Source: an optimization exercise on an open RTL-to-GDS flow (aim: small area). Production flows keep margins and buffers that such runs may drop. The RTL was checked by simulation tests, not by an equivalence proof against the original design. Power figures rest on the tool's default switching activity, not on a simulated workload.

[run.sh]
#!/bin/bash
# synth_recipe.tcl (not shown) runs the flow's synth.tcl, then flattens the netlist and writes it again
# the make line also repeats each setting of config.mk as NAME=value (left out here)
make -C /OpenROAD-flow-scripts/flow DESIGN_CONFIG=/design/flow/config.mk WORK_HOME=/design/flow/orfs CLKGATE_MAP_FILE= SYNTH_SCRIPT=/design/flow/synth_recipe.tcl finish
[config.mk]
export PLATFORM = sky130hd
export DESIGN_NAME = eriscv
export DESIGN_NICKNAME = eriscv
export VERILOG_FILES = /design/flow/design.v
export SDC_FILE = /design/flow/constraint.sdc
export NUM_CORES = 4
export LEC_CHECK = 0
export CAP_MARGIN = 10
export CORE_MARGIN = 2
export CORE_UTILIZATION = 55
export CTS_CLUSTER_DIAMETER = 100
export CTS_CLUSTER_SIZE = 25
export SLEW_MARGIN = 10
export SYNTH_HIERARCHICAL = 1
export SYNTH_MINIMUM_KEEP_SIZE = 0
[constraint.sdc]
create_clock -name core_clock -period 10.0 [get_ports {clk}]
set_input_delay 2.0000 -clock core_clock [delete_from_list [all_inputs] [get_ports {clk}]]
set_output_delay 2.0000 -clock core_clock [all_outputs]
set_load 0.01 [all_outputs]
[design.v]
module eriscv(
	input  wire        clk,
	input  wire        rst,
	input  wire [31:0] rom_data_i,
	output wire [31:0] rom_addr_o,
	output wire        rom_ce_o,
	input  wire [31:0] ram_data_i,
	output wire [31:0] ram_addr_o,
	output wire [31:0] ram_data_o,
	output wire        ram_we_o,
	output wire [3:0]  ram_sel_o,
	output wire [3:0]  ram_ce_o
);
	genvar gi, gb, gg;
	reg         ce;
	reg  [31:1] pc;           
	wire        taken;
	wire [31:0] target;
	always @(posedge clk) ce <= ~rst;
	wire [31:2] pc_inc;
	inc30 u_inc(.a(pc[31:2]), .y(pc_inc));
	wire        tk = ce & taken;
	wire        nt = ce & ~taken;
	wire [31:1] pc_seq = {pc_inc, pc[1]};
	wire [31:1] pc_nx;
	generate
		for (gb = 1; gb < 32; gb = gb + 1) begin : g_pc
			ao22 u(.a1(tk), .a2(target[gb]), .b1(nt), .b2(pc_seq[gb]), .x(pc_nx[gb]));
		end
	endgenerate
	always @(posedge clk) pc <= pc_nx;
	assign rom_ce_o   = ce;
	assign rom_addr_o = {pc, 1'b0};
	reg  [31:1] d_pc;
	reg  [31:2] d_ins;
	reg         d_v;         
	always @(posedge clk) begin
		d_pc  <= pc;
		d_ins <= rom_data_i[31:2];
		d_v   <= ~rst & rom_data_i[1] & rom_data_i[0];
	end
	wire [31:0] ins = {d_ins, 2'b11};
	wire [4:0]  opc = ins[6:2];
	wire [2:0]  f3  = ins[14:12];
	wire [6:0]  f7  = ins[31:25];
	wire [4:0]  rd  = ins[11:7];
	wire [4:0]  rs1 = ins[19:15];
	wire [4:0]  rs2 = ins[24:20];
	wire [31:0] pcd = {d_pc, 1'b0};
	wire f7ok = (f7 == 7'b0000000) | (f7 == 7'b0100000);
	wire is_lui   = d_v & (opc == 5'b01101);
	wire is_auipc = d_v & (opc == 5'b00101);
	wire is_jal   = d_v & (opc == 5'b11011);
	wire is_jalr  = d_v & (opc == 5'b11001);
	wire is_br    = d_v & (opc == 5'b11000) & (f3[2:1] != 2'b01);
	wire is_opimm = d_v & (opc == 5'b00100) & ((f3 != 3'b101) | f7ok);
	wire is_op    = d_v & (opc == 5'b01100) & (((f3 != 3'b000) & (f3 != 3'b101)) | f7ok);
	wire is_load  = d_v & (opc == 5'b00000) & ((f3 == 3'b000) | (f3 == 3'b001) | (f3 == 3'b010) |
	                                           (f3 == 3'b100) | (f3 == 3'b101));
	wire is_store = d_v & (opc == 5'b01000) & ((f3 == 3'b000) | (f3 == 3'b001) | (f3 == 3'b010));
	wire is_alu   = is_op | is_opimm;
	wire d_we = (is_lui | is_auipc | is_jal | is_jalr | is_alu | is_load) & (rd != 5'd0);
	reg  [31:0] e_a, e_b;
	reg  [2:0]  e_f3;
	reg         e_alt;
	reg  [4:0]  e_rd;
	reg         e_we, e_mem, e_st;
	reg  [31:0] m_res, m_sd;
	reg  [2:0]  m_f3;
	reg  [4:0]  m_rd;
	reg         m_we, m_mem, m_st;
	wire [31:0] e_res;
	wire [31:0] m_val;
	wire e_ld   = e_mem & ~e_st;
	wire ex_m1  = e_we & (e_rd == rs1);
	wire me_m1  = m_we & (m_rd == rs1);
	wire ex_m2  = e_we & (e_rd == rs2);
	wire me_m2  = m_we & (m_rd == rs2);
	wire rf_1   = ~ex_m1 & ~me_m1;
	wire rf_2   = ~ex_m2 & ~me_m2;
	wire [32:0] s1, s2;
	assign s1[0]  = ex_m1 & ~e_ld;
	assign s2[0]  = ex_m2 & ~e_ld;
	assign s1[32] = ~ex_m1 & me_m1;
	assign s2[32] = ~ex_m2 & me_m2;
	reg  [991:0] rfq;            
	wire         wen = m_we & ~rst;
	generate
		for (gi = 1; gi < 32; gi = gi + 1) begin : g_rf
			assign s1[gi] = rf_1 & (rs1 == gi);
			assign s2[gi] = rf_2 & (rs2 == gi);
			wire we_r  = wen & (m_rd == gi);
			wire we_rn = ~we_r;
			wire [31:0] nx;
			for (gb = 0; gb < 32; gb = gb + 1) begin : g_b
				ao22 u_h(.a1(rfq[32*(gi-1)+gb]), .a2(we_rn), .b1(we_r), .b2(m_val[gb]), .x(nx[gb]));
			end
			always @(posedge clk) rfq[32*(gi-1) +: 32] <= nx;
		end
	endgenerate
	wire [31:0] r1, r2;
	generate
		for (gb = 0; gb < 32; gb = gb + 1) begin : g_rd
			wire [32:0] d;
			assign d[0]  = e_res[gb];
			assign d[32] = m_val[gb];
			for (gi = 1; gi < 32; gi = gi + 1) begin : g_d
				assign d[gi] = rfq[32*(gi-1)+gb];
			end
			wire [10:0] y1, y2;
			for (gg = 0; gg < 11; gg = gg + 1) begin : g_g
				aoi222 u1(.a0(s1[3*gg]), .b0(d[3*gg]), .a1(s1[3*gg+1]), .b1(d[3*gg+1]),
				          .a2(s1[3*gg+2]), .b2(d[3*gg+2]), .y(y1[gg]));
				aoi222 u2(.a0(s2[3*gg]), .b0(d[3*gg]), .a1(s2[3*gg+1]), .b1(d[3*gg+1]),
				          .a2(s2[3*gg+2]), .b2(d[3*gg+2]), .y(y2[gg]));
			end
			nand11 n1(.a(y1), .y(r1[gb]));
			nand11 n2(.a(y2), .y(r2[gb]));
		end
	endgenerate
	wire eq, ltu, lt;
	cmp32 u_cmp(.a(r1), .b(r2), .eq(eq), .ltu(ltu), .lt(lt));
	wire cond = (f3[2] ? (f3[1] ? ltu : lt) : eq) ^ f3[0];
	assign taken = is_jal | is_jalr | (is_br & cond);
	wire        b_pc = is_jal | is_br;
	wire        b_r1 = ~b_pc;
	wire [31:0] base;
	generate
		for (gb = 0; gb < 32; gb = gb + 1) begin : g_base
			ao22 u(.a1(b_pc), .a2(pcd[gb]), .b1(b_r1), .b2(r1[gb]), .x(base[gb]));
		end
	endgenerate
	wire o_j = is_jal;
	wire o_b = is_br;
	wire o_s = is_store;
	wire o_i = ~(is_jal | is_br | is_store);
	wire [31:0] offs;
	assign offs[0]     = (o_s & ins[7]) | (o_i & ins[20]);
	assign offs[4:1]   = ({4{o_j | o_i}} & ins[24:21]) | ({4{o_b | o_s}} & ins[11:8]);
	assign offs[10:5]  = ins[30:25];
	assign offs[11]    = (o_j & ins[20]) | (o_b & ins[7]) | ((o_s | o_i) & ins[31]);
	assign offs[19:12] = ({8{o_j}} & ins[19:12]) | ({8{~o_j}} & {8{ins[31]}});
	assign offs[31:20] = {12{ins[31]}};
	wire [31:0] t_p, t_g;
	wire        t_co;
	bk32 u_tadd(.a(base), .b(offs), .cin(1'b0), .s(target), .cout(t_co), .p(t_p), .g(t_g));
	wire        d_shl = is_alu & (f3 == 3'b001);
	wire        a_t   = is_load | is_store;
	wire        a_pc  = is_auipc | is_jal | is_jalr;
	wire        a_r1  = is_alu & ~d_shl;
	wire [31:0] d_a;
	generate
		for (gb = 0; gb < 32; gb = gb + 1) begin : g_da
			ao2222 u(.a0(a_t), .b0(target[gb]), .a1(a_pc), .b1(pcd[gb]),
			         .a2(a_r1), .b2(r1[gb]), .a3(d_shl), .b3(r1[31-gb]), .x(d_a[gb]));
		end
	endgenerate
	wire st_b = is_store & (f3[1:0] == 2'b00);
	wire st_h = is_store & (f3[1:0] == 2'b01);
	wire b_r2 = is_op | is_br | (is_store & f3[1]);    
	wire b_r2h = b_r2 | st_h;                           
	wire b_u  = is_lui | is_auipc;
	wire b_i  = ~(is_op | is_br | is_store | is_lui | is_auipc | is_jal | is_jalr);
	wire b_4  = is_jal | is_jalr;
	wire [31:0] d_b;
	generate
		for (gb = 0; gb < 8; gb = gb + 1) begin : g_db0
			if (gb == 2) begin : g4
				ao222 u(.a0(is_op | is_br | is_store), .b0(r2[gb]), .a1(b_i), .b1(ins[20+gb]),
				        .a2(b_4), .b2(1'b1), .x(d_b[gb]));
			end else begin : gn
				ao22 u(.a1(is_op | is_br | is_store), .a2(r2[gb]), .b1(b_i), .b2(ins[20+gb]), .x(d_b[gb]));
			end
		end
		for (gb = 8; gb < 11; gb = gb + 1) begin : g_db1
			ao222 u(.a0(b_r2h), .b0(r2[gb]), .a1(st_b), .b1(r2[gb-8]), .a2(b_i), .b2(ins[20+gb]), .x(d_b[gb]));
		end
		begin : g_db11
			ao222 u(.a0(b_r2h), .b0(r2[11]), .a1(st_b), .b1(r2[3]), .a2(b_i), .b2(ins[31]), .x(d_b[11]));
		end
		for (gb = 12; gb < 16; gb = gb + 1) begin : g_db2
			ao2222 u(.a0(b_r2h), .b0(r2[gb]), .a1(st_b), .b1(r2[gb-8]), .a2(b_u), .b2(ins[gb]),
			         .a3(b_i), .b3(ins[31]), .x(d_b[gb]));
		end
		for (gb = 16; gb < 24; gb = gb + 1) begin : g_db3
			ao2222 u(.a0(b_r2), .b0(r2[gb]), .a1(st_b | st_h), .b1(r2[gb-16]), .a2(b_u), .b2(ins[gb]),
			         .a3(b_i), .b3(ins[31]), .x(d_b[gb]));
		end
		for (gb = 24; gb < 32; gb = gb + 1) begin : g_db4
			ao22222 u(.a0(b_r2), .b0(r2[gb]), .a1(st_b), .b1(r2[gb-24]), .a2(st_h), .b2(r2[gb-16]),
			          .a3(b_u), .b3(ins[gb]), .a4(b_i), .b4(ins[31]), .x(d_b[gb]));
		end
	endgenerate
	wire [2:0]  d_f3  = (is_alu | is_load | is_store) ? f3 : 3'b000;
	wire        d_alt = ins[30] & ((is_op & (f3 == 3'b000)) | (is_alu & (f3 == 3'b101)));
	always @(posedge clk) begin
		e_a   <= d_a;
		e_b   <= d_b;
		e_f3  <= d_f3;
		e_alt <= d_alt;
		e_rd  <= rd;
		if (rst) begin
			e_we  <= 1'b0;
			e_mem <= 1'b0;
			e_st  <= 1'b0;
		end else begin
			e_we  <= d_we;
			e_mem <= is_load | is_store;
			e_st  <= is_store;
		end
	end
	ex_alu u_alu(.a(e_a), .b(e_b), .f3(e_f3), .alt(e_alt), .pass(e_mem), .y(e_res));
	always @(posedge clk) begin
		m_res <= e_res;
		m_sd  <= e_b;
		m_f3  <= e_f3;
		m_rd  <= e_rd;
		if (rst) begin
			m_we  <= 1'b0;
			m_mem <= 1'b0;
			m_st  <= 1'b0;
		end else begin
			m_we  <= e_we;
			m_mem <= e_mem;
			m_st  <= e_st;
		end
	end
	wire [1:0] ma = m_res[1:0];
	assign ram_ce_o   = {3'b000, m_mem & ~rst};
	assign ram_we_o   = m_st;
	assign ram_addr_o = m_res;
	assign ram_data_o = m_sd;
	reg [3:0] sel;
	always @(*) begin
		case (m_f3[1:0])
			2'b00:   sel = 4'b0001 << ma;
			2'b01:   sel = ma[0] ? 4'b0000 : (ma[1] ? 4'b1100 : 4'b0011);
			2'b10:   sel = (ma == 2'b00) ? 4'b1111 : 4'b0000;
			default: sel = 4'b0000;
		endcase
	end
	assign ram_sel_o = sel;
	wire ml   = m_mem & ~m_st;
	wire lb   = ml & (m_f3[1:0] == 2'b00);
	wire lh   = ml & (m_f3[1:0] == 2'b01);
	wire lw   = ml & (m_f3[1:0] == 2'b10);
	wire nl   = ~ml;
	wire a00  = (ma == 2'b00);
	wire a01  = (ma == 2'b01);
	wire a10  = (ma == 2'b10);
	wire a11  = (ma == 2'b11);
	wire sb0  = (lb | lh | lw) & a00;
	wire sb1  = lb & a01;
	wire sb2  = (lb | lh) & a10;
	wire sb3  = lb & a11;
	wire sh0  = (lh | lw) & a00;
	wire sh1  = lh & a10;
	wire sw   = lw & a00;
	wire sgn  = ~m_f3[2] & (lb ? (ma[1] ? (ma[0] ? ram_data_i[31] : ram_data_i[23])
	                                    : (ma[0] ? ram_data_i[15] : ram_data_i[7]))
	                           : (ma[1] ? ram_data_i[31] : ram_data_i[15]));
	wire sx1  = lb;                        
	wire sx2  = lb | (lh & ~ma[0]);         
	generate
		for (gb = 0; gb < 8; gb = gb + 1) begin : g_ld0
			ao22222 u(.a0(sb0), .b0(ram_data_i[gb]), .a1(sb1), .b1(ram_data_i[gb+8]),
			          .a2(sb2), .b2(ram_data_i[gb+16]), .a3(sb3), .b3(ram_data_i[gb+24]),
			          .a4(nl), .b4(m_res[gb]), .x(m_val[gb]));
		end
		for (gb = 8; gb < 16; gb = gb + 1) begin : g_ld1
			ao2222 u(.a0(sh0), .b0(ram_data_i[gb]), .a1(sh1), .b1(ram_data_i[gb+16]),
			         .a2(sx1), .b2(sgn), .a3(nl), .b3(m_res[gb]), .x(m_val[gb]));
		end
		for (gb = 16; gb < 32; gb = gb + 1) begin : g_ld2
			ao222 u(.a0(sw), .b0(ram_data_i[gb]), .a1(sx2), .b1(sgn), .a2(nl), .b2(m_res[gb]), .x(m_val[gb]));
		end
	endgenerate
endmodule
module ex_alu(input [31:0] a, input [31:0] b, input [2:0] f3, input alt, input pass,
              output [31:0] y);
	wire sub  = (f3 == 3'b000) ? alt : (f3[2:1] == 2'b01);
	wire np   = ~pass;
	wire ssum = np & (f3 == 3'b000);
	wire sx   = np & (f3 == 3'b100 | f3 == 3'b110);
	wire sg   = np & (f3 == 3'b111 | f3 == 3'b110);
	wire ssr  = np & (f3 == 3'b101);
	wire ssl  = np & (f3 == 3'b001);
	wire sslt = np & (f3 == 3'b010);
	wire sltu = np & (f3 == 3'b011);
	wire [31:0] bx = b ^ {32{sub}};
	wire [31:0] s, p, g;
	wire        co;
	bk32 u_add(.a(a), .b(bx), .cin(sub), .s(s), .cout(co), .p(p), .g(g));
	wire        ltu = ~co;
	wire        lt  = (a[31] ^ b[31]) ? a[31] : s[31];
	wire [31:0] shr;
	sh32 u_sh(.x(a), .n(b[4:0]), .fill(alt & a[31]), .y(shr));
	wire c0 = (sslt & lt) | (sltu & ltu);
	genvar i;
	generate
		for (i = 0; i < 32; i = i + 1) begin : g_y
			wire t;
			ao222222 u(.a0(ssum), .b0(s[i]), .a1(sx), .b1(p[i]), .a2(sg), .b2(g[i]),
			           .a3(ssr), .b3(shr[i]), .a4(ssl), .b4(shr[31-i]), .a5(pass), .b5(a[i]), .x(t));
			if (i == 0) begin : g0
				assign y[i] = t | c0;
			end else begin : gn
				assign y[i] = t;
			end
		end
	endgenerate
endmodule
module sh32(input [31:0] x, input [4:0] n, input fill, output [31:0] y);
	wire [3:0] s1 = 4'b0001 << n[1:0];
	wire [3:0] s2 = 4'b0001 << n[3:2];
	wire       n4n = ~n[4];
	wire [34:0] xe = {{3{fill}}, x};
	wire [31:0] y1, y2;
	wire [43:0] y1e = {{12{fill}}, y1};
	wire [47:0] y2e = {{16{fill}}, y2};
	genvar i;
	generate
		for (i = 0; i < 32; i = i + 1) begin : g
			ao2222 u1(.a0(s1[0]), .b0(xe[i]), .a1(s1[1]), .b1(xe[i+1]),
			          .a2(s1[2]), .b2(xe[i+2]), .a3(s1[3]), .b3(xe[i+3]), .x(y1[i]));
			ao2222 u2(.a0(s2[0]), .b0(y1e[i]), .a1(s2[1]), .b1(y1e[i+4]),
			          .a2(s2[2]), .b2(y1e[i+8]), .a3(s2[3]), .b3(y1e[i+12]), .x(y2[i]));
			ao22 u3(.a1(n4n), .a2(y2e[i]), .b1(n[4]), .b2(y2e[i+16]), .x(y[i]));
		end
	endgenerate
endmodule
module inc30(input [29:0] a, output [29:0] y);
	wire [30:0] c;
	assign c[0] = 1'b1;
	genvar i;
	generate
		for (i = 0; i < 30; i = i + 1) begin : g
			assign y[i]   = a[i] ^ c[i];
			assign c[i+1] = a[i] & c[i];
		end
	endgenerate
endmodule
module bk32(input [31:0] a, input [31:0] b, input cin, output [31:0] s, output cout,
            output [31:0] p, output [31:0] g);
	wire w1, w2, w4, w5, w7, w8, w10, w11, w13, w14, w16, w17, w19, w20, w22, w23, w25, w26, w28, w29, w31, w32, w34, w35, w37, w38, w40, w41, w43, w44, w46, w47, w49, w50, w52, w53, w55, w56, w58, w59, w61, w62, w64, w65, w67, w68, w70, w71, w73, w74, w76, w77, w79, w80, w82, w83, w85, w86, w88, w89, w91, w92, w94, w95, w97, w99, w101, w103, w105, w107, w109, w111, w113, w115, w117, w119, w121, w123, w125, w127, w129, w131, w133, w135, w137, w139, w141, w143, w145, w147, w149, w151, w153, w155, w157, w159, w161, w163, w165, w167, w169, w171, w173, w175, w177, w179, w181, w183, w185, w187, w189, w191, w193, w195, w197, w199, w201, w203, w205, w207, w209, w211, w213, w215, w217, w219, w221, w223, w225, w227, w229, w231, w233, w235, w237, w239, w241, w243, w245, w247, w249, w251, w253, w255, w257, w259, w261, w263, w265, w267, w269, w271, w273, w275, w277, w279, w281, w283;
	ha u3(.a(a[0]), .b(b[0]), .s(w2), .c(w1));
	ha u6(.a(a[1]), .b(b[1]), .s(w5), .c(w4));
	ha u9(.a(a[2]), .b(b[2]), .s(w8), .c(w7));
	ha u12(.a(a[3]), .b(b[3]), .s(w11), .c(w10));
	ha u15(.a(a[4]), .b(b[4]), .s(w14), .c(w13));
	ha u18(.a(a[5]), .b(b[5]), .s(w17), .c(w16));
	ha u21(.a(a[6]), .b(b[6]), .s(w20), .c(w19));
	ha u24(.a(a[7]), .b(b[7]), .s(w23), .c(w22));
	ha u27(.a(a[8]), .b(b[8]), .s(w26), .c(w25));
	ha u30(.a(a[9]), .b(b[9]), .s(w29), .c(w28));
	ha u33(.a(a[10]), .b(b[10]), .s(w32), .c(w31));
	ha u36(.a(a[11]), .b(b[11]), .s(w35), .c(w34));
	ha u39(.a(a[12]), .b(b[12]), .s(w38), .c(w37));
	ha u42(.a(a[13]), .b(b[13]), .s(w41), .c(w40));
	ha u45(.a(a[14]), .b(b[14]), .s(w44), .c(w43));
	ha u48(.a(a[15]), .b(b[15]), .s(w47), .c(w46));
	ha u51(.a(a[16]), .b(b[16]), .s(w50), .c(w49));
	ha u54(.a(a[17]), .b(b[17]), .s(w53), .c(w52));
	ha u57(.a(a[18]), .b(b[18]), .s(w56), .c(w55));
	ha u60(.a(a[19]), .b(b[19]), .s(w59), .c(w58));
	ha u63(.a(a[20]), .b(b[20]), .s(w62), .c(w61));
	ha u66(.a(a[21]), .b(b[21]), .s(w65), .c(w64));
	ha u69(.a(a[22]), .b(b[22]), .s(w68), .c(w67));
	ha u72(.a(a[23]), .b(b[23]), .s(w71), .c(w70));
	ha u75(.a(a[24]), .b(b[24]), .s(w74), .c(w73));
	ha u78(.a(a[25]), .b(b[25]), .s(w77), .c(w76));
	ha u81(.a(a[26]), .b(b[26]), .s(w80), .c(w79));
	ha u84(.a(a[27]), .b(b[27]), .s(w83), .c(w82));
	ha u87(.a(a[28]), .b(b[28]), .s(w86), .c(w85));
	ha u90(.a(a[29]), .b(b[29]), .s(w89), .c(w88));
	ha u93(.a(a[30]), .b(b[30]), .s(w92), .c(w91));
	ha u96(.a(a[31]), .b(b[31]), .s(w95), .c(w94));
	a21o u98(.a1(w2), .a2(cin), .b1(w1), .x(w97));
	a21oi u100(.a1(w5), .a2(w97), .b1(w4), .y(w99));
	a21oi u102(.a1(w11), .a2(w7), .b1(w10), .y(w101));
	nand2 u104(.a(w11), .b(w8), .y(w103));
	a21oi u106(.a1(w17), .a2(w13), .b1(w16), .y(w105));
	nand2 u108(.a(w17), .b(w14), .y(w107));
	a21oi u110(.a1(w23), .a2(w19), .b1(w22), .y(w109));
	nand2 u112(.a(w23), .b(w20), .y(w111));
	a21oi u114(.a1(w29), .a2(w25), .b1(w28), .y(w113));
	nand2 u116(.a(w29), .b(w26), .y(w115));
	a21oi u118(.a1(w35), .a2(w31), .b1(w34), .y(w117));
	nand2 u120(.a(w35), .b(w32), .y(w119));
	a21oi u122(.a1(w41), .a2(w37), .b1(w40), .y(w121));
	nand2 u124(.a(w41), .b(w38), .y(w123));
	a21oi u126(.a1(w47), .a2(w43), .b1(w46), .y(w125));
	nand2 u128(.a(w47), .b(w44), .y(w127));
	a21oi u130(.a1(w53), .a2(w49), .b1(w52), .y(w129));
	nand2 u132(.a(w53), .b(w50), .y(w131));
	a21oi u134(.a1(w59), .a2(w55), .b1(w58), .y(w133));
	nand2 u136(.a(w59), .b(w56), .y(w135));
	a21oi u138(.a1(w65), .a2(w61), .b1(w64), .y(w137));
	nand2 u140(.a(w65), .b(w62), .y(w139));
	a21oi u142(.a1(w71), .a2(w67), .b1(w70), .y(w141));
	nand2 u144(.a(w71), .b(w68), .y(w143));
	a21oi u146(.a1(w77), .a2(w73), .b1(w76), .y(w145));
	nand2 u148(.a(w77), .b(w74), .y(w147));
	a21oi u150(.a1(w83), .a2(w79), .b1(w82), .y(w149));
	nand2 u152(.a(w83), .b(w80), .y(w151));
	a21oi u154(.a1(w89), .a2(w85), .b1(w88), .y(w153));
	nand2 u156(.a(w89), .b(w86), .y(w155));
	a21oi u158(.a1(w95), .a2(w91), .b1(w94), .y(w157));
	nand2 u160(.a(w95), .b(w92), .y(w159));
	o21ai u162(.a1(w103), .a2(w99), .b1(w101), .y(w161));
	o21ai u164(.a1(w111), .a2(w105), .b1(w109), .y(w163));
	nor2 u166(.a(w111), .b(w107), .y(w165));
	o21ai u168(.a1(w119), .a2(w113), .b1(w117), .y(w167));
	nor2 u170(.a(w119), .b(w115), .y(w169));
	o21ai u172(.a1(w127), .a2(w121), .b1(w125), .y(w171));
	nor2 u174(.a(w127), .b(w123), .y(w173));
	o21ai u176(.a1(w135), .a2(w129), .b1(w133), .y(w175));
	nor2 u178(.a(w135), .b(w131), .y(w177));
	o21ai u180(.a1(w143), .a2(w137), .b1(w141), .y(w179));
	nor2 u182(.a(w143), .b(w139), .y(w181));
	o21ai u184(.a1(w151), .a2(w145), .b1(w149), .y(w183));
	nor2 u186(.a(w151), .b(w147), .y(w185));
	o21ai u188(.a1(w159), .a2(w153), .b1(w157), .y(w187));
	nor2 u190(.a(w159), .b(w155), .y(w189));
	a21oi u192(.a1(w165), .a2(w161), .b1(w163), .y(w191));
	a21oi u194(.a1(w173), .a2(w167), .b1(w171), .y(w193));
	nand2 u196(.a(w173), .b(w169), .y(w195));
	a21oi u198(.a1(w181), .a2(w175), .b1(w179), .y(w197));
	nand2 u200(.a(w181), .b(w177), .y(w199));
	a21oi u202(.a1(w189), .a2(w183), .b1(w187), .y(w201));
	nand2 u204(.a(w189), .b(w185), .y(w203));
	o21ai u206(.a1(w195), .a2(w191), .b1(w193), .y(w205));
	o21ai u208(.a1(w203), .a2(w197), .b1(w201), .y(w207));
	nor2 u210(.a(w203), .b(w199), .y(w209));
	a21oi u212(.a1(w209), .a2(w205), .b1(w207), .y(w211));
	inv u214(.a(w205), .y(w213));
	o21ai u216(.a1(w199), .a2(w213), .b1(w197), .y(w215));
	inv u218(.a(w191), .y(w217));
	a21oi u220(.a1(w169), .a2(w217), .b1(w167), .y(w219));
	a21oi u222(.a1(w177), .a2(w205), .b1(w175), .y(w221));
	a21oi u224(.a1(w185), .a2(w215), .b1(w183), .y(w223));
	inv u226(.a(w161), .y(w225));
	o21ai u228(.a1(w107), .a2(w225), .b1(w105), .y(w227));
	o21ai u230(.a1(w115), .a2(w191), .b1(w113), .y(w229));
	o21ai u232(.a1(w123), .a2(w219), .b1(w121), .y(w231));
	inv u234(.a(w205), .y(w233));
	o21ai u236(.a1(w131), .a2(w233), .b1(w129), .y(w235));
	o21ai u238(.a1(w139), .a2(w221), .b1(w137), .y(w237));
	inv u240(.a(w215), .y(w239));
	o21ai u242(.a1(w147), .a2(w239), .b1(w145), .y(w241));
	o21ai u244(.a1(w155), .a2(w223), .b1(w153), .y(w243));
	inv u246(.a(w99), .y(w245));
	a21oi u248(.a1(w8), .a2(w245), .b1(w7), .y(w247));
	a21oi u250(.a1(w14), .a2(w161), .b1(w13), .y(w249));
	a21oi u252(.a1(w20), .a2(w227), .b1(w19), .y(w251));
	inv u254(.a(w191), .y(w253));
	a21oi u256(.a1(w26), .a2(w253), .b1(w25), .y(w255));
	a21oi u258(.a1(w32), .a2(w229), .b1(w31), .y(w257));
	inv u260(.a(w219), .y(w259));
	a21oi u262(.a1(w38), .a2(w259), .b1(w37), .y(w261));
	a21oi u264(.a1(w44), .a2(w231), .b1(w43), .y(w263));
	a21oi u266(.a1(w50), .a2(w205), .b1(w49), .y(w265));
	a21oi u268(.a1(w56), .a2(w235), .b1(w55), .y(w267));
	inv u270(.a(w221), .y(w269));
	a21oi u272(.a1(w62), .a2(w269), .b1(w61), .y(w271));
	a21oi u274(.a1(w68), .a2(w237), .b1(w67), .y(w273));
	a21oi u276(.a1(w74), .a2(w215), .b1(w73), .y(w275));
	a21oi u278(.a1(w80), .a2(w241), .b1(w79), .y(w277));
	inv u280(.a(w223), .y(w279));
	a21oi u282(.a1(w86), .a2(w279), .b1(w85), .y(w281));
	a21oi u284(.a1(w92), .a2(w243), .b1(w91), .y(w283));
	xor2 u285(.a(w2), .b(cin), .x(s[0]));
	xor2 u286(.a(w5), .b(w97), .x(s[1]));
	xnor2 u287(.a(w8), .b(w99), .x(s[2]));
	xnor2 u288(.a(w11), .b(w247), .x(s[3]));
	xor2 u289(.a(w14), .b(w161), .x(s[4]));
	xnor2 u290(.a(w17), .b(w249), .x(s[5]));
	xor2 u291(.a(w20), .b(w227), .x(s[6]));
	xnor2 u292(.a(w23), .b(w251), .x(s[7]));
	xnor2 u293(.a(w26), .b(w191), .x(s[8]));
	xnor2 u294(.a(w29), .b(w255), .x(s[9]));
	xor2 u295(.a(w32), .b(w229), .x(s[10]));
	xnor2 u296(.a(w35), .b(w257), .x(s[11]));
	xnor2 u297(.a(w38), .b(w219), .x(s[12]));
	xnor2 u298(.a(w41), .b(w261), .x(s[13]));
	xor2 u299(.a(w44), .b(w231), .x(s[14]));
	xnor2 u300(.a(w47), .b(w263), .x(s[15]));
	xor2 u301(.a(w50), .b(w205), .x(s[16]));
	xnor2 u302(.a(w53), .b(w265), .x(s[17]));
	xor2 u303(.a(w56), .b(w235), .x(s[18]));
	xnor2 u304(.a(w59), .b(w267), .x(s[19]));
	xnor2 u305(.a(w62), .b(w221), .x(s[20]));
	xnor2 u306(.a(w65), .b(w271), .x(s[21]));
	xor2 u307(.a(w68), .b(w237), .x(s[22]));
	xnor2 u308(.a(w71), .b(w273), .x(s[23]));
	xor2 u309(.a(w74), .b(w215), .x(s[24]));
	xnor2 u310(.a(w77), .b(w275), .x(s[25]));
	xor2 u311(.a(w80), .b(w241), .x(s[26]));
	xnor2 u312(.a(w83), .b(w277), .x(s[27]));
	xnor2 u313(.a(w86), .b(w223), .x(s[28]));
	xnor2 u314(.a(w89), .b(w281), .x(s[29]));
	xor2 u315(.a(w92), .b(w243), .x(s[30]));
	xnor2 u316(.a(w95), .b(w283), .x(s[31]));
	assign cout = ~w211;
	assign p = {w95, w92, w89, w86, w83, w80, w77, w74, w71, w68, w65, w62, w59, w56, w53, w50, w47, w44, w41, w38, w35, w32, w29, w26, w23, w20, w17, w14, w11, w8, w5, w2};
	assign g = {w94, w91, w88, w85, w82, w79, w76, w73, w70, w67, w64, w61, w58, w55, w52, w49, w46, w43, w40, w37, w34, w31, w28, w25, w22, w19, w16, w13, w10, w7, w4, w1};
endmodule
module cmp32(input [31:0] a, input [31:0] b, output eq, output ltu, output lt);
	function [1:0] tree(input [31:0] l0, input [31:0] e0);
		reg [31:0] L, E;
		integer i, l;
		begin
			L = l0; E = e0;
			for (l = 1; l < 32; l = l * 2)
				for (i = 2*l-1; i < 32; i = i + 2*l) begin
					L[i] = L[i] | (E[i] & L[i-l]);
					E[i] = E[i] & E[i-l];
				end
			tree = {L[31], E[31]};
		end
	endfunction
	wire [31:0] e0 = ~(a ^ b);
	wire [31:0] lu = ~a & b;
	wire [31:0] ls = {a[31] & ~b[31], lu[30:0]};
	wire [1:0]  tu = tree(lu, e0);
	wire [1:0]  ts = tree(ls, e0);
	assign eq  = tu[0];
	assign ltu = tu[1];
	assign lt  = ts[1];
endmodule
module ao22(input a1, input a2, input b1, input b2, output x);
	assign x = (a1 & a2) | (b1 & b2);
endmodule
module ao222(input a0, input b0, input a1, input b1, input a2, input b2, output x);
	assign x = (a0 & b0) | (a1 & b1) | (a2 & b2);
endmodule
module ao2222(input a0, input b0, input a1, input b1, input a2, input b2,
              input a3, input b3, output x);
	assign x = (a0 & b0) | (a1 & b1) | (a2 & b2) | (a3 & b3);
endmodule
module ao22222(input a0, input b0, input a1, input b1, input a2, input b2,
               input a3, input b3, input a4, input b4, output x);
	assign x = (a0 & b0) | (a1 & b1) | (a2 & b2) | (a3 & b3) | (a4 & b4);
endmodule
module ao222222(input a0, input b0, input a1, input b1, input a2, input b2,
                input a3, input b3, input a4, input b4, input a5, input b5, output x);
	wire y0, y1;
	aoi222 u0(.a0(a0), .b0(b0), .a1(a1), .b1(b1), .a2(a2), .b2(b2), .y(y0));
	aoi222 u1(.a0(a3), .b0(b3), .a1(a4), .b1(b4), .a2(a5), .b2(b5), .y(y1));
	nand2 u2(.a(y0), .b(y1), .y(x));
endmodule
module nand2(input a, input b, output y);
	assign y = ~(a & b);
endmodule
module aoi222(input a0, input b0, input a1, input b1, input a2, input b2, output y);
	assign y = ~((a0 & b0) | (a1 & b1) | (a2 & b2));
endmodule
module nand11(input [10:0] a, output y);
	assign y = ~&a;
endmodule
module ha(input a, input b, output s, output c);
	assign s = a ^ b;
	assign c = a & b;
endmodule
module a21o(input a1, input a2, input b1, output x);
	assign x = (a1 & a2) | b1;
endmodule
module a21oi(input a1, input a2, input b1, output y);
	assign y = ~((a1 & a2) | b1);
endmodule
module o21ai(input a1, input a2, input b1, output y);
	assign y = ~((a1 | a2) & b1);
endmodule
module nor2(input a, input b, output y);
	assign y = ~(a | b);
endmodule
module inv(input a, output y);
	assign y = ~a;
endmodule
module xor2(input a, input b, output x);
	assign x = a ^ b;
endmodule
module xnor2(input a, input b, output x);
	assign x = ~(a ^ b);
endmodule
==> reports/summary.txt, run 1 <==
========================================================================================================
Placed insts                                                                                        6328
Number of buffers added for setup after CTS                                                            0
Final setup violation count                                                                            0
Total number of clock tree sinks                                                                    1237
PwrDens                                                                                       141 nW/µm²
Slew Limit Headroom                                                                              -0.0159
Initial antenna violation count                                                                       13
Total of cells resized after clock tree synthesis                                                      0
Commonest cells after routing, fill and taps aside                                          dfxtp_1, a22o_1, a222oi_1
DRT Pass-1 Iters                                                                                      15
Largest incremental delay on the critical path                                                   0.57 ns
RD Place Congestion                                                                                0.998
Vias post-DR                                                                                       53919
Half-perimeter wire length of the detailed placement result                                       154 mm
Share of the clock period used by the worst path after layout                                      0.884
Non-filler instance count after layout                                                              6407
Global route overflow                                                                                  0
H-tree lvl count                                                                                       2
Max cap viols                                                                                          1
Standby leakage power                                                                            22.5 nW
Worst hold slack after final layout                                                             0.374 ns
Endpoint required time on the critical path                                                     10.63 ns
Post-route core utilization                                                                        0.616
Clock tree from TritonCTS                                                                           done
Accumulated negative setup slack                                                                    0 ns
Initial detailed-routing violation count                                                           12527
Min-delay worst type                                                                          reg -> reg
Vias per Instance                                                                                   8.42
Synth warn                                                                                             8
Termination of the worst setup path                                                         e_a[31]$_DFF_P_
Total length of routed met3 wires                                                                42.4 mm
Most common library cell in the layout ignoring fill and taps                                    dfxtp_1
Clock buffers created by TritonCTS                                                                    57
Drt wl/cell                                                                                      40.0 µm
Post-CTS clock slew at the launch and capture registers of the worst setup and hold paths        0.11 ns
Floorplan die width                                                                               317 µm
Y dimension of the die                                                                            317 µm
Slew @ Worst Pin                                                                                 1.51 ns
Worst setup path start                                                                      e_f3[0]$_SDFF_PN0_
Post-DP Area                                                                                   58000 µm²
Element type at the critical path end                                                               flop
Worst voltage drop across the vdd grid                                                        0.000162 V
Endpoint of the worst register-to-register path                                             e_a[31]$_DFF_P_
Max Clk Rate                                                                                     113 MHz
Routed wire length                                                                                256 mm
Total non-filler cell area in the finished layout                                              59600 µm²
Startpoint Class                                                                                    flop
Unrepaired setup endpoints after global routing                                                       no
Depth of the worst register-to-register path                                                          35
Fraction of final layout cells with drive strength greater than 1                                 0.0905
Crit Reg-Reg Startpoint                                                                     e_f3[0]$_SDFF_PN0_
Routed met1 length                                                                               87.2 mm
Rows                                                                                                 114
Period minus WS final                                                                            8.84 ns
Top-level I/O count                                                                                  172
Clk root buf                                                                                   clkbuf_16
Routed wire length on met2                                                                        103 mm
Maximum fanout along the worst path                                                                   12
Cells after synthesis                                                                               4844
Layout Check Fails                                                                          capacitance limit
Initial core utilization                                                                           0.556
Number of buffers inserted by port buffering                                                         167
Final antenna-violating net count                                                                      0
Largest net degree at the start of global routing                                                     47
Run status                                                                                  complete, but fails checks
Placeable core area                                                                            96700 µm²
Die ar.                                                                                       100000 µm²
Data arrival at the endpoint of the critical path                                                9.47 ns
Layout overhead on the synthesized area                                                            10.8%
Hold-fix buffers at CTS                                                                                0
Number of pins with negative max-slew slack in the final report                                        2
Final net count                                                                                     5302
Post-Syn Area per Cell                                                                          11.1 µm²
Post-synthesis instance area                                                                   53800 µm²
Number of buffers on the longest clock path                                                            3
Total GRT Usage                                                                                    0.488
Crit Path Category                                                                            reg -> reg
Insertion delay of the later-clocked pin in the worst-skew pair                                  0.75 ns
Global-route wire length before repair                                                            358 mm
R2r setup slk                                                                                    1.16 ns
Slowest stage cell, crit path                                                                    o21ai_1
Residual DRC                                                                                           0
Vias in the first global route                                                                     49893
Highest metal layer with signal wires                                                               met5
Final Hold Viols                                                                                       0
Setup clock skew after layout                                                                  0.0444 ns
========================================================================================================
## sequential cells by signal, indices dropped and copies added, names as in the netlist, 30 cells and up
signal / flops
d_pc: 31
m_sd: 32
pc: 31
d_ins: 30
m_res: 32
rfq: 992
e_a: 32
e_b: 32
## critical path: cells and delay by family (launching register included)
kind	cells	cell delay [ns]
AO/OA/AOI/OAI	23	5.89
AND/OR/NAND/NOR	4	0.92
adder cells (fa/ha/maj)	3	0.88
flip-flops	1	0.45
XOR/XNOR	3	0.38
buffers and inverters	2	0.22
## final cells by class
| cell class | count | area [µm²] |
|---|---|---|
| flip-flops and latches | 1237 | 24800 |
| well taps | 1276 | 1600 |
| diodes | 13 | 32.5 |
| inverters | 108 | 405 |
| clock inverters | 8 | 136 |
| multi-input cells | 3350 | 28100 |
| fillers | 8103 | 37100 |
| clock buffers | 58 | 1430 |
| repair buffers | 357 | 3100 |
## where the power goes
part	leakage [nW]	internal [mW]	switching [mW]
clock	0.770	1.07	1.66
sequential	10.0	4.98	0.0739
combinational	11.7	0.176	0.423
## worst min path at each step
stage                           startpoint         endpoint  slack [ns]  cells past startpoint
after detailed placement     pc[6]$_DFF_P_  d_pc[6]$_DFF_P_        0.37                      0
final                        pc[9]$_DFF_P_  d_pc[9]$_DFF_P_        0.37                      0
after CTS                    pc[9]$_DFF_P_  d_pc[9]$_DFF_P_        0.38                      0
after floorplan           d_ins[8]$_DFF_P_  e_rd[1]$_DFF_P_        0.35                      0
after global placement       pc[9]$_DFF_P_  d_pc[9]$_DFF_P_        0.36                      0
after global routing         pc[9]$_DFF_P_  d_pc[9]$_DFF_P_        0.38                      0
## routing by layer
metal,global-route usage,vias to the layer above
li1,-,21825
met1,0.587,25919
met2,0.678,4948
met3,0.215,1217
met4,0.379,10
met5,0.0142,-
## per-stage QoR
step	total power [mW]	setup slack [ns]
after global routing	8.55	0.715
final	8.39	1.16
after CTS	8.34	1.45
after global placement	5.72	1.71
after floorplan	5.44	2.47
after detailed placement	5.72	1.43
==> run 2, diff against run 1 <==
==> flow/run.sh (new file) <==
#!/bin/bash
# The standard layout, with the port buffers made from the smallest buffer cell
# (sky130_fd_sc_hd__buf_1) instead of the one buffer_ports picks by default.
set -euo pipefail
bash standard.sh "BUFFER_PORTS_ARGS=-buffer_cell sky130_fd_sc_hd__buf_1" finish > orfs_make.log 2>&1
==> standard.sh (new file) <==
#!/bin/bash
# synth_recipe.tcl (not shown) runs the flow's synth.tcl, then flattens the netlist and writes it again
# the make line also repeats each setting of config.mk as NAME=value (left out here)
make -C /OpenROAD-flow-scripts/flow DESIGN_CONFIG=/design/flow/config.mk WORK_HOME=/design/flow/orfs CLKGATE_MAP_FILE= SYNTH_SCRIPT=/design/flow/synth_recipe.tcl "${@:-finish}"
removed: run.sh
==> reports/summary.txt, run 2 <==
========================================================================================================
Run status                                                                                  complete, no violations
Post-route core utilization                                                                        0.605
Total length of routed met3 wires                                                                39.8 mm
Post-synthesis instance area                                                                   53800 µm²
Worst hold slack after final layout                                                             0.370 ns
Crit Reg-Reg Startpoint                                                                     e_f3[0]$_SDFF_PN0_
Fraction of final layout cells with drive strength greater than 1                                 0.0903
Most common library cell in the layout ignoring fill and taps                                    dfxtp_1
Number of buffers inserted by port buffering                                                         167
Data arrival at the endpoint of the critical path                                                9.74 ns
Drt wl/cell                                                                                      39.6 µm
Synth warn                                                                                             8
Top-level I/O count                                                                                  172
Die ar.                                                                                       100000 µm²
Routed wire length                                                                                254 mm
Largest net degree at the start of global routing                                                     47
Accumulated negative setup slack                                                                    0 ns
Worst slack at placement                                                                         1.19 ns
Storage cell area                                                                              24800 µm²
Min-delay worst type                                                                          reg -> reg
Slowest stage cell, crit path                                                                   o21bai_4
Number of buffers on the longest clock path                                                            3
Number of buffers added for setup after CTS                                                            0
DRT Pass-1 Iters                                                                                      14
Vias post-DR                                                                                       53557
RD Place Congestion                                                                                 1.01
Fillcell total                                                                                      8300
Crit Path Category                                                                            reg -> reg
Total area of multi-input combinational cells                                                  28100 µm²
Setup clock skew after layout                                                                  0.0465 ns
Routed met1 length                                                                               86.4 mm
Rows                                                                                                 114
Floorplan die width                                                                               317 µm
Post-Syn Area per Cell                                                                          11.1 µm²
Residual DRC                                                                                           0
Total of cells resized after clock tree synthesis                                                      0
Post-DP Area                                                                                   56900 µm²
Period minus WS final                                                                            9.13 ns
Share of the clock period used by the worst path after layout                                      0.913
Total number of clock tree sinks                                                                    1237
Worst voltage drop across the vdd grid                                                        0.000130 V
H-tree lvl count                                                                                       2
Initial core utilization                                                                           0.556
Slew @ Worst Pin                                                                                 1.24 ns
Half-perimeter wire length of the detailed placement result                                       154 mm
Number of pins with negative max-slew slack in the final report                                        0
Global route overflow                                                                                  0
Highest metal layer with signal wires                                                               met5
Vias in the first global route                                                                     48683
Final Hold Viols                                                                                       0
PwrDens                                                                                       143 nW/µm²
Routed wire length on met2                                                                        103 mm
Final antenna-violating net count                                                                      0
Startpoint Class                                                                                    flop
Placeable core area                                                                            96700 µm²
Endpoint required time on the critical path                                                     10.61 ns
Total non-filler cell area in the finished layout                                              58500 µm²
Insertion delay of the later-clocked pin in the worst-skew pair                                  0.74 ns
Unrepaired setup endpoints after global routing                                                       no
Initial detailed-routing violation count                                                           12121
Total GRT Usage                                                                                    0.482
Initial antenna violation count                                                                       11
Clk root buf                                                                                   clkbuf_16
Global-route wire length before repair                                                            353 mm
Clock tree from TritonCTS                                                                           done
Final net count                                                                                     5298
Total design power                                                                               8.35 mW
Element type at the critical path end                                                               flop
Least setup slack across all paths after layout                                                 0.866 ns
Non-filler instance count after layout                                                              6400
Max cap viols                                                                                          0
Standby leakage power                                                                            22.0 nW
Cells after synthesis                                                                               4844
Layout overhead on the synthesized area                                                            8.85%
Commonest cells after routing, fill and taps aside                                          dfxtp_1, a22o_1, a222oi_1
Max Clk Rate                                                                                     109 MHz
Placed insts                                                                                        6324
Largest register FFs                                                                                 992
Final setup violation count                                                                            0
Register bank with the most flops                                                                    rfq
Largest incremental delay on the critical path                                                   0.62 ns
Worst setup path start                                                                      e_f3[0]$_SDFF_PN0_
Post-CTS clock slew at the launch and capture registers of the worst setup and hold paths        0.10 ns
Hold Crit Start                                                                             e_b[14]$_DFF_P_
Hold-fix buffers at CTS                                                                                0
Slew Limit Headroom                                                                                0.171
Maximum fanout along the worst path                                                                   20
Y dimension of the die                                                                            317 µm
Clock buffers created by TritonCTS                                                                    57
Vias per Instance                                                                                   8.37
========================================================================================================
[run 2: where the power goes]
part / internal [mW] / switching, mW / total, mW
Combinational: 0.133 / 0.422 / 0.556
Clock: 1.06 / 1.68 / 2.74
Sequential: 4.98 / 0.0714 / 5.05
[run 2: path summary, 6_finish.rpt]
| path | cells after the start | slack, ns | to |
|---|---|---|---|
| max reg2reg | 35 | 0.87 | e_a[31]$_DFF_P_ |
| max | 35 | 0.87 | e_a[31]$_DFF_P_ |
| min reg2reg | 0 | 0.37 | m_sd[14]$_DFF_P_ |
| min | 0 | 0.37 | m_sd[14]$_DFF_P_ |
[run 2: layout make-up]
| type | instances | share of cell area |
|---|---|---|
| sequential | 1237 | 0.423 |
| clock inverter | 7 | 0.00199 |
| timing repair buffer | 353 | 0.0346 |
| multi-input combinational | 3350 | 0.481 |
| inverter | 108 | 0.00693 |
| clock buffer | 59 | 0.0249 |
| tap | 1276 | 0.0273 |
| antenna | 10 | 0.000428 |
[run 2: critical path, delay by kind of cell, from the launching register on]
family / cells / cell delay [ns]
flip-flops: 1 / 0.46
adder cells (fa/ha/maj): 3 / 0.91
AND/OR/NAND/NOR: 4 / 1.05
buffers and inverters: 2 / 0.21
XOR/XNOR: 3 / 0.42
AO/OA/AOI/OAI: 23 / 5.94
[run 2: per-layer routing]
layer  global-route usage  up-vias
met3                0.195     1234
met4                0.364        8
met5              0.00331        -
met2                0.691     4666
li1                     -    21823
met1                0.577    25826
==> run 3, diff against run 2 <==
--- a/design.v
+++ b/design.v
@@ -87,8 +87,17 @@
 	wire         wen = m_we & ~rst;
+	wire [3:0] l1 = 4'b0001 << rs1[1:0];
+	wire [3:0] l2 = 4'b0001 << rs2[1:0];
+	wire [3:0] wl = 4'b0001 << m_rd[1:0];
+	wire [7:0] h1 = {8{rf_1}} & (8'b00000001 << rs1[4:2]);
+	wire [7:0] h2 = {8{rf_2}} & (8'b00000001 << rs2[4:2]);
+	wire [7:0] hw = {8{wen}}  & (8'b00000001 << m_rd[4:2]);
+	wire [3:0] l1n = ~l1, l2n = ~l2, wln = ~wl;
+	wire [7:0] h1n = ~h1, h2n = ~h2, hwn = ~hw;
 	generate
 		for (gi = 1; gi < 32; gi = gi + 1) begin : g_rf
-			assign s1[gi] = rf_1 & (rs1 == gi);
-			assign s2[gi] = rf_2 & (rs2 == gi);
-			wire we_r  = wen & (m_rd == gi);
-			wire we_rn = ~we_r;
+			wire we_r, we_rn;
+			nor2  u_s1(.a(l1n[gi % 4]), .b(h1n[gi / 4]), .y(s1[gi]));
+			nor2  u_s2(.a(l2n[gi % 4]), .b(h2n[gi / 4]), .y(s2[gi]));
+			nor2  u_w(.a(wln[gi % 4]), .b(hwn[gi / 4]), .y(we_r));
+			nand2 u_wn(.a(wl[gi % 4]), .b(hw[gi / 4]), .y(we_rn));
 			wire [31:0] nx;
==> reports/summary.txt, run 3 <==
========================================================================================================
Final antenna-violating net count                                                                      0
Synth warn                                                                                             8
Total number of clock tree sinks                                                                    1237
Number of buffers on the longest clock path                                                            3
Number of pins with negative max-slew slack in the final report                                        0
Storage cell area                                                                              24800 µm²
Drt wl/cell                                                                                      39.3 µm
Commonest cells after routing, fill and taps aside                                          dfxtp_1, a22o_1, a222oi_1
Standby leakage power                                                                            21.9 nW
Number of buffers inserted by port buffering                                                         167
Final setup violation count                                                                            0
Total of cells resized after clock tree synthesis                                                      0
Half-perimeter wire length of the detailed placement result                                       152 mm
Final Hold Viols                                                                                       0
Cells after synthesis                                                                               4815
Global route overflow                                                                                  0
Hold Crit Start                                                                             pc[6]$_DFF_P_
Max Clk Rate                                                                                     111 MHz
Hold-fix buffers at CTS                                                                                0
Die ar.                                                                                        99700 µm²
Number of cells on the worst hold path                                                                 0
Slew @ Worst Pin                                                                                 1.37 ns
Fraction of final layout cells with drive strength greater than 1                                 0.0907
Clk root buf                                                                                   clkbuf_16
DRT Pass-1 Iters                                                                                      15
H-tree lvl count                                                                                       2
Slowest stage cell, crit path                                                                    o21ai_1
Fillcell total                                                                                      8232
Total GRT Usage                                                                                    0.478
Routed wire length                                                                                251 mm
Placed insts                                                                                        6315
Vias post-DR                                                                                       52802
Floorplan die width                                                                               316 µm
Crit Path Category                                                                            reg -> reg
Worst slack at placement                                                                         1.26 ns
Post-route core utilization                                                                        0.604
Top-level I/O count                                                                                  172
Slew Limit Headroom                                                                               0.0821
Number of buffers added for setup after CTS                                                            0
Largest incremental delay on the critical path                                                   0.58 ns
Global-route wire length before repair                                                            349 mm
Max cap viols                                                                                          0
Non-filler instance count after layout                                                              6387
Period minus WS final                                                                            9.05 ns
Worst voltage drop across the vdd grid                                                        0.000141 V
Residual DRC                                                                                           0
R2r setup slk                                                                                    0.95 ns
Y dimension of the die                                                                            316 µm
Largest net degree at the start of global routing                                                     47
Accumulated negative setup slack                                                                    0 ns
Post-Syn Area per Cell                                                                          11.1 µm²
Insertion delay of the later-clocked pin in the worst-skew pair                                  0.77 ns
Least setup slack across all paths after layout                                                 0.955 ns
Initial detailed-routing violation count                                                           11687
Unrepaired setup endpoints after global routing                                                       no
Vias per Instance                                                                                   8.27
Depth of the worst register-to-register path                                                          35
Register bank with the most flops                                                                    rfq
Largest register FFs                                                                                 992
Endpoint required time on the critical path                                                     10.61 ns
Setup clock skew after layout                                                                  0.0566 ns
Element type at the critical path end                                                               flop
Total area of multi-input combinational cells                                                  28000 µm²
Initial antenna violation count                                                                        9
Endpoint of the worst register-to-register path                                             e_a[31]$_DFF_P_
Most common library cell in the layout ignoring fill and taps                                    dfxtp_1
RD Place Congestion                                                                                0.999
Rows                                                                                                 114
PwrDens                                                                                       143 nW/µm²
Post-synthesis instance area                                                                   53500 µm²
Placeable core area                                                                            96600 µm²
Min-delay worst type                                                                          reg -> reg
Clock buffers created by TritonCTS                                                                    57
Initial core utilization                                                                           0.554
Layout overhead on the synthesized area                                                            9.13%
Startpoint Class                                                                                    flop
Data arrival at the endpoint of the critical path                                                9.66 ns
Run status                                                                                  complete, no violations
Crit Reg-Reg Startpoint                                                                     e_f3[0]$_SDFF_PN0_
Hold endpoint                                                                               d_pc[6]$_DFF_P_
Clock tree from TritonCTS                                                                           done
Final net count                                                                                     5290
Maximum fanout along the worst path                                                                   18
Post-CTS clock slew at the launch and capture registers of the worst setup and hold paths        0.11 ns
Vias in the first global route                                                                     48626
Share of the clock period used by the worst path after layout                                      0.905
========================================================================================================
-- run 3: cell types whose count changed in the layout (fill, tap and decap cells not counted), sizes merged, moves of 4 or more --
cell and delta:
a21oi -4, buf -8, diode -4, inv -5, nand3b -6, nand4 +8, nand4b +4, nor2 +72
nor4 -65
-- run 3: worst max-delay path, delay by kind of cell, from the launching register on --
family | cells | cell delay (ns)
flip-flops | 1 | 0.48
AO/OA/AOI/OAI | 23 | 5.96
XOR/XNOR | 3 | 0.39
AND/OR/NAND/NOR | 4 | 0.90
buffers and inverters | 2 | 0.22
adder cells (fa/ha/maj) | 3 | 0.93
-- run 3: cell type report --
type                    count  area share
multi-input cells        3359       0.481
flip-flops and latches   1237       0.425
repair buffers            345      0.0339
well taps                1276      0.0274
clock buffers              57      0.0245
inverters                  99     0.00637
clock inverters             8     0.00234
diodes                      6    0.000257
-- run 3: routing by layer --
metal / track usage / vias to the layer above / wire, µm
met5: 0.0156 / - / 230
met4: 0.355 / 12 / 22200
met3: 0.174 / 1125 / 38800
met2: 0.694 / 4576 / 103000
met1: 0.578 / 25434 / 86100
li1: - / 21655 / -
-- run 3: worst max-delay path by stage --
stage	endpoint	startpoint	cells after the start
after floorplan	pc[10]$_DFF_P_	e_f3[0]$_SDFF_PN0_	34
after global placement	e_a[31]$_DFF_P_	e_f3[0]$_SDFF_PN0_	35
final	e_a[31]$_DFF_P_	e_f3[0]$_SDFF_PN0_	35
after detailed placement	e_a[31]$_DFF_P_	e_f3[0]$_SDFF_PN0_	35
after global routing	e_a[31]$_DFF_P_	e_f3[0]$_SDFF_PN0_	35
after CTS	e_a[31]$_DFF_P_	e_f3[0]$_SDFF_PN0_	35
-- run 3: where the power goes --
part           switching [mW]  internal, mW
clock                    1.68          1.05
sequential             0.0742          4.98
combinational           0.426         0.134
-- run 3: per-stage QoR --
step / area (µm²) / total power, mW / hold slack [ns]
after floorplan: 53500 / 5.44 / 0.338
after global placement: 56700 / 5.69 / 0.361
after detailed placement: 56700 / 5.69 / 0.360
after CTS: 58300 / 8.31 / 0.369
after global routing: 58300 / 8.51 / 0.377
final: 58300 / 8.34 / 0.366
==> run 4, diff against run 3 <==
--- a/config.mk
+++ b/config.mk
@@ -9,3 +9,3 @@
 export CORE_MARGIN = 2
-export CORE_UTILIZATION = 55
+export CORE_UTILIZATION = 65
 export CTS_CLUSTER_DIAMETER = 100
==> reports/summary.txt, run 4 <==
========================================================================================================
Max cap viols                                                                                          0
Post-CTS clock slew at the launch and capture registers of the worst setup and hold paths        0.09 ns
Internal power summed over all cells                                                             6.16 mW
Least setup slack across all paths after layout                                                  1.16 ns
Final antenna-violating net count                                                                      0
Die ar.                                                                                        84500 µm²
Unrepaired setup endpoints after global routing                                                       no
Startpoint Class                                                                                    flop
Placeable core area                                                                            81700 µm²
Slew @ Worst Pin                                                                                 1.31 ns
Endpoint required time on the critical path                                                     10.59 ns
Maximum fanout along the worst path                                                                   31
Switching power as a share of total power                                                          0.259
Post-Syn Area per Cell                                                                          11.1 µm²
Crit Path Category                                                                            reg -> reg
Largest incremental delay on the critical path                                                   0.81 ns
Drt wl/cell                                                                                      40.0 µm
Floorplan die width                                                                               291 µm
Final net count                                                                                     5276
Slowest stage cell, crit path                                                                      or3_1
Placed insts                                                                                        6096
Standby leakage power                                                                            21.8 nW
Clock tree from TritonCTS                                                                           done
Share of the clock period used by the worst path after layout                                      0.884
Most common library cell in the layout ignoring fill and taps                                    dfxtp_1
Cell seen most often among critical-path stages                                                  a21oi_2
Total number of clock tree sinks                                                                    1237
Number of buffers inserted by port buffering                                                         167
Initial detailed-routing violation count                                                           15004
Largest register FFs                                                                                 992
Synth warn                                                                                             8
Crit Reg-Reg Startpoint                                                                     e_f3[0]$_SDFF_PN0_
Half-perimeter wire length of the detailed placement result                                       151 mm
Final Hold Viols                                                                                       0
Rows                                                                                                 105
Total design power                                                                               8.31 mW
Commonest cells after routing, fill and taps aside                                          dfxtp_1, a22o_1, a222oi_1
Endpoint of the worst register-to-register path                                             e_a[31]$_DFF_P_
Routed wire length                                                                                247 mm
Vias in the first global route                                                                     49669
Insertion delay of the later-clocked pin in the worst-skew pair                                  0.74 ns
Largest net degree at the start of global routing                                                     47
Register bank with the most flops                                                                    rfq
R2r setup slk                                                                                    1.16 ns
Non-filler instance count after layout                                                              6179
Min-delay worst type                                                                          reg -> reg
PwrDens                                                                                       144 nW/µm²
Total of cells resized after clock tree synthesis                                                      0
Period minus WS final                                                                            8.84 ns
Worst slack at placement                                                                         1.41 ns
Hold-fix buffers at CTS                                                                                0
Vias post-DR                                                                                       54798
Clk root buf                                                                                   clkbuf_16
Worst voltage drop across the vdd grid                                                        0.000182 V
Number of pins with negative max-slew slack in the final report                                        0
Y dimension of the die                                                                            291 µm
Number of buffers on the longest clock path                                                            3
Slew Limit Headroom                                                                                0.123
Top-level I/O count                                                                                  172
Accumulated negative setup slack                                                                    0 ns
Data arrival at the endpoint of the critical path                                                9.43 ns
Clock network power share                                                                          0.323
Setup clock skew after layout                                                                  0.0537 ns
Initial antenna violation count                                                                       27
Number of buffers added for setup after CTS                                                            0
Layout overhead on the synthesized area                                                            8.22%
Fraction of power consumed by sequential logic                                                     0.608
DRT Pass-1 Iters                                                                                      17
Fraction of final layout cells with drive strength greater than 1                                 0.0909
Element type at the critical path end                                                               flop
Clock buffers created by TritonCTS                                                                    57
Initial core utilization                                                                           0.654
Global-route wire length before repair                                                            350 mm
Post-synthesis instance area                                                                   53500 µm²
Final setup violation count                                                                            0
Gate power share                                                                                   0.068
Residual DRC                                                                                           0
RD Place Congestion                                                                                 1.05
Run status                                                                                  complete, no violations
Global route overflow                                                                                  0
Total GRT Usage                                                                                    0.556
Max Clk Rate                                                                                     113 MHz
Worst setup path start                                                                      e_f3[0]$_SDFF_PN0_
Cells after synthesis                                                                               4815
Switching pwr                                                                                    2.15 mW
Termination of the worst setup path                                                         e_a[31]$_DFF_P_
Vias per Instance                                                                                   8.87
H-tree lvl count                                                                                       2
Depth of the worst register-to-register path                                                          30
========================================================================================================
==> run 4: cell count changes in the layout (fill, tap and decap cells not counted), sizes merged <==
cell    previous run  this run
buf              345       331
clkbuf            57        58
clkinv             2         3
diode              6        18
inv              105       103
==> run 4: area by class of cell <==
cell class / count / area [µm²]
Clock buffer: 58 / 1440
Antenna cell: 18 / 45.0
Sequential cell: 1237 / 24800
Inverter: 99 / 372
Multi-Input combinational cell: 3359 / 27900
Tap cell: 1070 / 1340
Fill cell: 6269 / 23900
Timing Repair Buffer: 331 / 1860
Clock inverter: 7 / 97.6
==> run 4: power groups by stage <==
| stage | Sequential (mW) | Combinational [mW] | Clock (mW) |
|---|---|---|---|
| finish | 5.05 | 0.568 | 2.69 |
| global route | 5.06 | 0.572 | 2.81 |
| CTS | 5.05 | 0.526 | 2.64 |
| detailed placement | 5.16 | 0.524 | 0 |
| global placement | 5.16 | 0.519 | 0 |
| floorplan | 5.13 | 0.305 | 0 |
==> run 4: worst min-delay path by stage <==
stage	to	cells past startpoint	start
2_1_floorplan	e_rd[4]$_DFF_P_	0	d_ins[11]$_DFF_P_
3_3_place_gp	d_pc[14]$_DFF_P_	0	pc[14]$_DFF_P_
3_5_place_dp	d_pc[9]$_DFF_P_	0	pc[9]$_DFF_P_
4_1_cts	d_pc[9]$_DFF_P_	0	pc[9]$_DFF_P_
5_1_grt	d_pc[14]$_DFF_P_	0	pc[14]$_DFF_P_
6_report	d_pc[13]$_DFF_P_	0	pc[13]$_DFF_P_
==> run 4: stage by stage <==
stage,util,cell area (µm²),hold WS (ns)
final,0.708,57800,0.376
after global routing,0.707,57800,0.387
after detailed placement,0.689,56300,0.363
after floorplan,-,53500,0.338
after global placement,0.689,56300,0.359
after CTS,0.707,57800,0.376
==> run 4: metal layers <==
layer,global-route usage,vias to the layer above,routed length [µm]
met4,0.411,32,25600
met2,0.768,5668,95900
met3,0.278,1596,45600
met1,0.657,25815,79400
met5,0.0289,-,506
li1,-,21687,-
==> run 4: critical path: cells and delay by family, from the launching register on <==
kind	cells	cell delay, ns
XOR/XNOR	3	0.43
flip-flops	1	0.47
AO/OA/AOI/OAI	14	4.03
buffers and inverters	3	0.68
adder cells (fa/ha/maj)	2	0.65
AND/OR/NAND/NOR	8	2.47

## port drivers added, routing unchanged
Ports are ideal in the flow. The routed layouts listed here were re-timed in OpenROAD. Step 1 assumes that a clkbuf_16 drives the clock port and a buf_2 every other input. Step 2 also shifts input and output timing later by t, the mid clock arrival at the registers, as if the neighbouring blocks saw the same clock. a / b / c = ideal / step 1 / step 2; a / b = the first two.
run | t (ns) | setup slack, ns | worst setup path after step 2 | latest minus earliest clock arrival (ns) | cell pins on the clock port's net
run 1 | 0.802 | 1.156 / 1.156 / 1.156 | register to register | 0.046 / 0.046 | 1
run 2 | 0.798 | 0.866 / 0.866 / 0.866 | register to register | 0.053 / 0.053 | 1
run 3 | 0.815 | 0.955 / 0.955 / 0.955 | register to register | 0.059 / 0.059 | 1
run 4 | 0.794 | 1.159 / 1.159 / 1.159 | register to register | 0.054 / 0.053 | 1
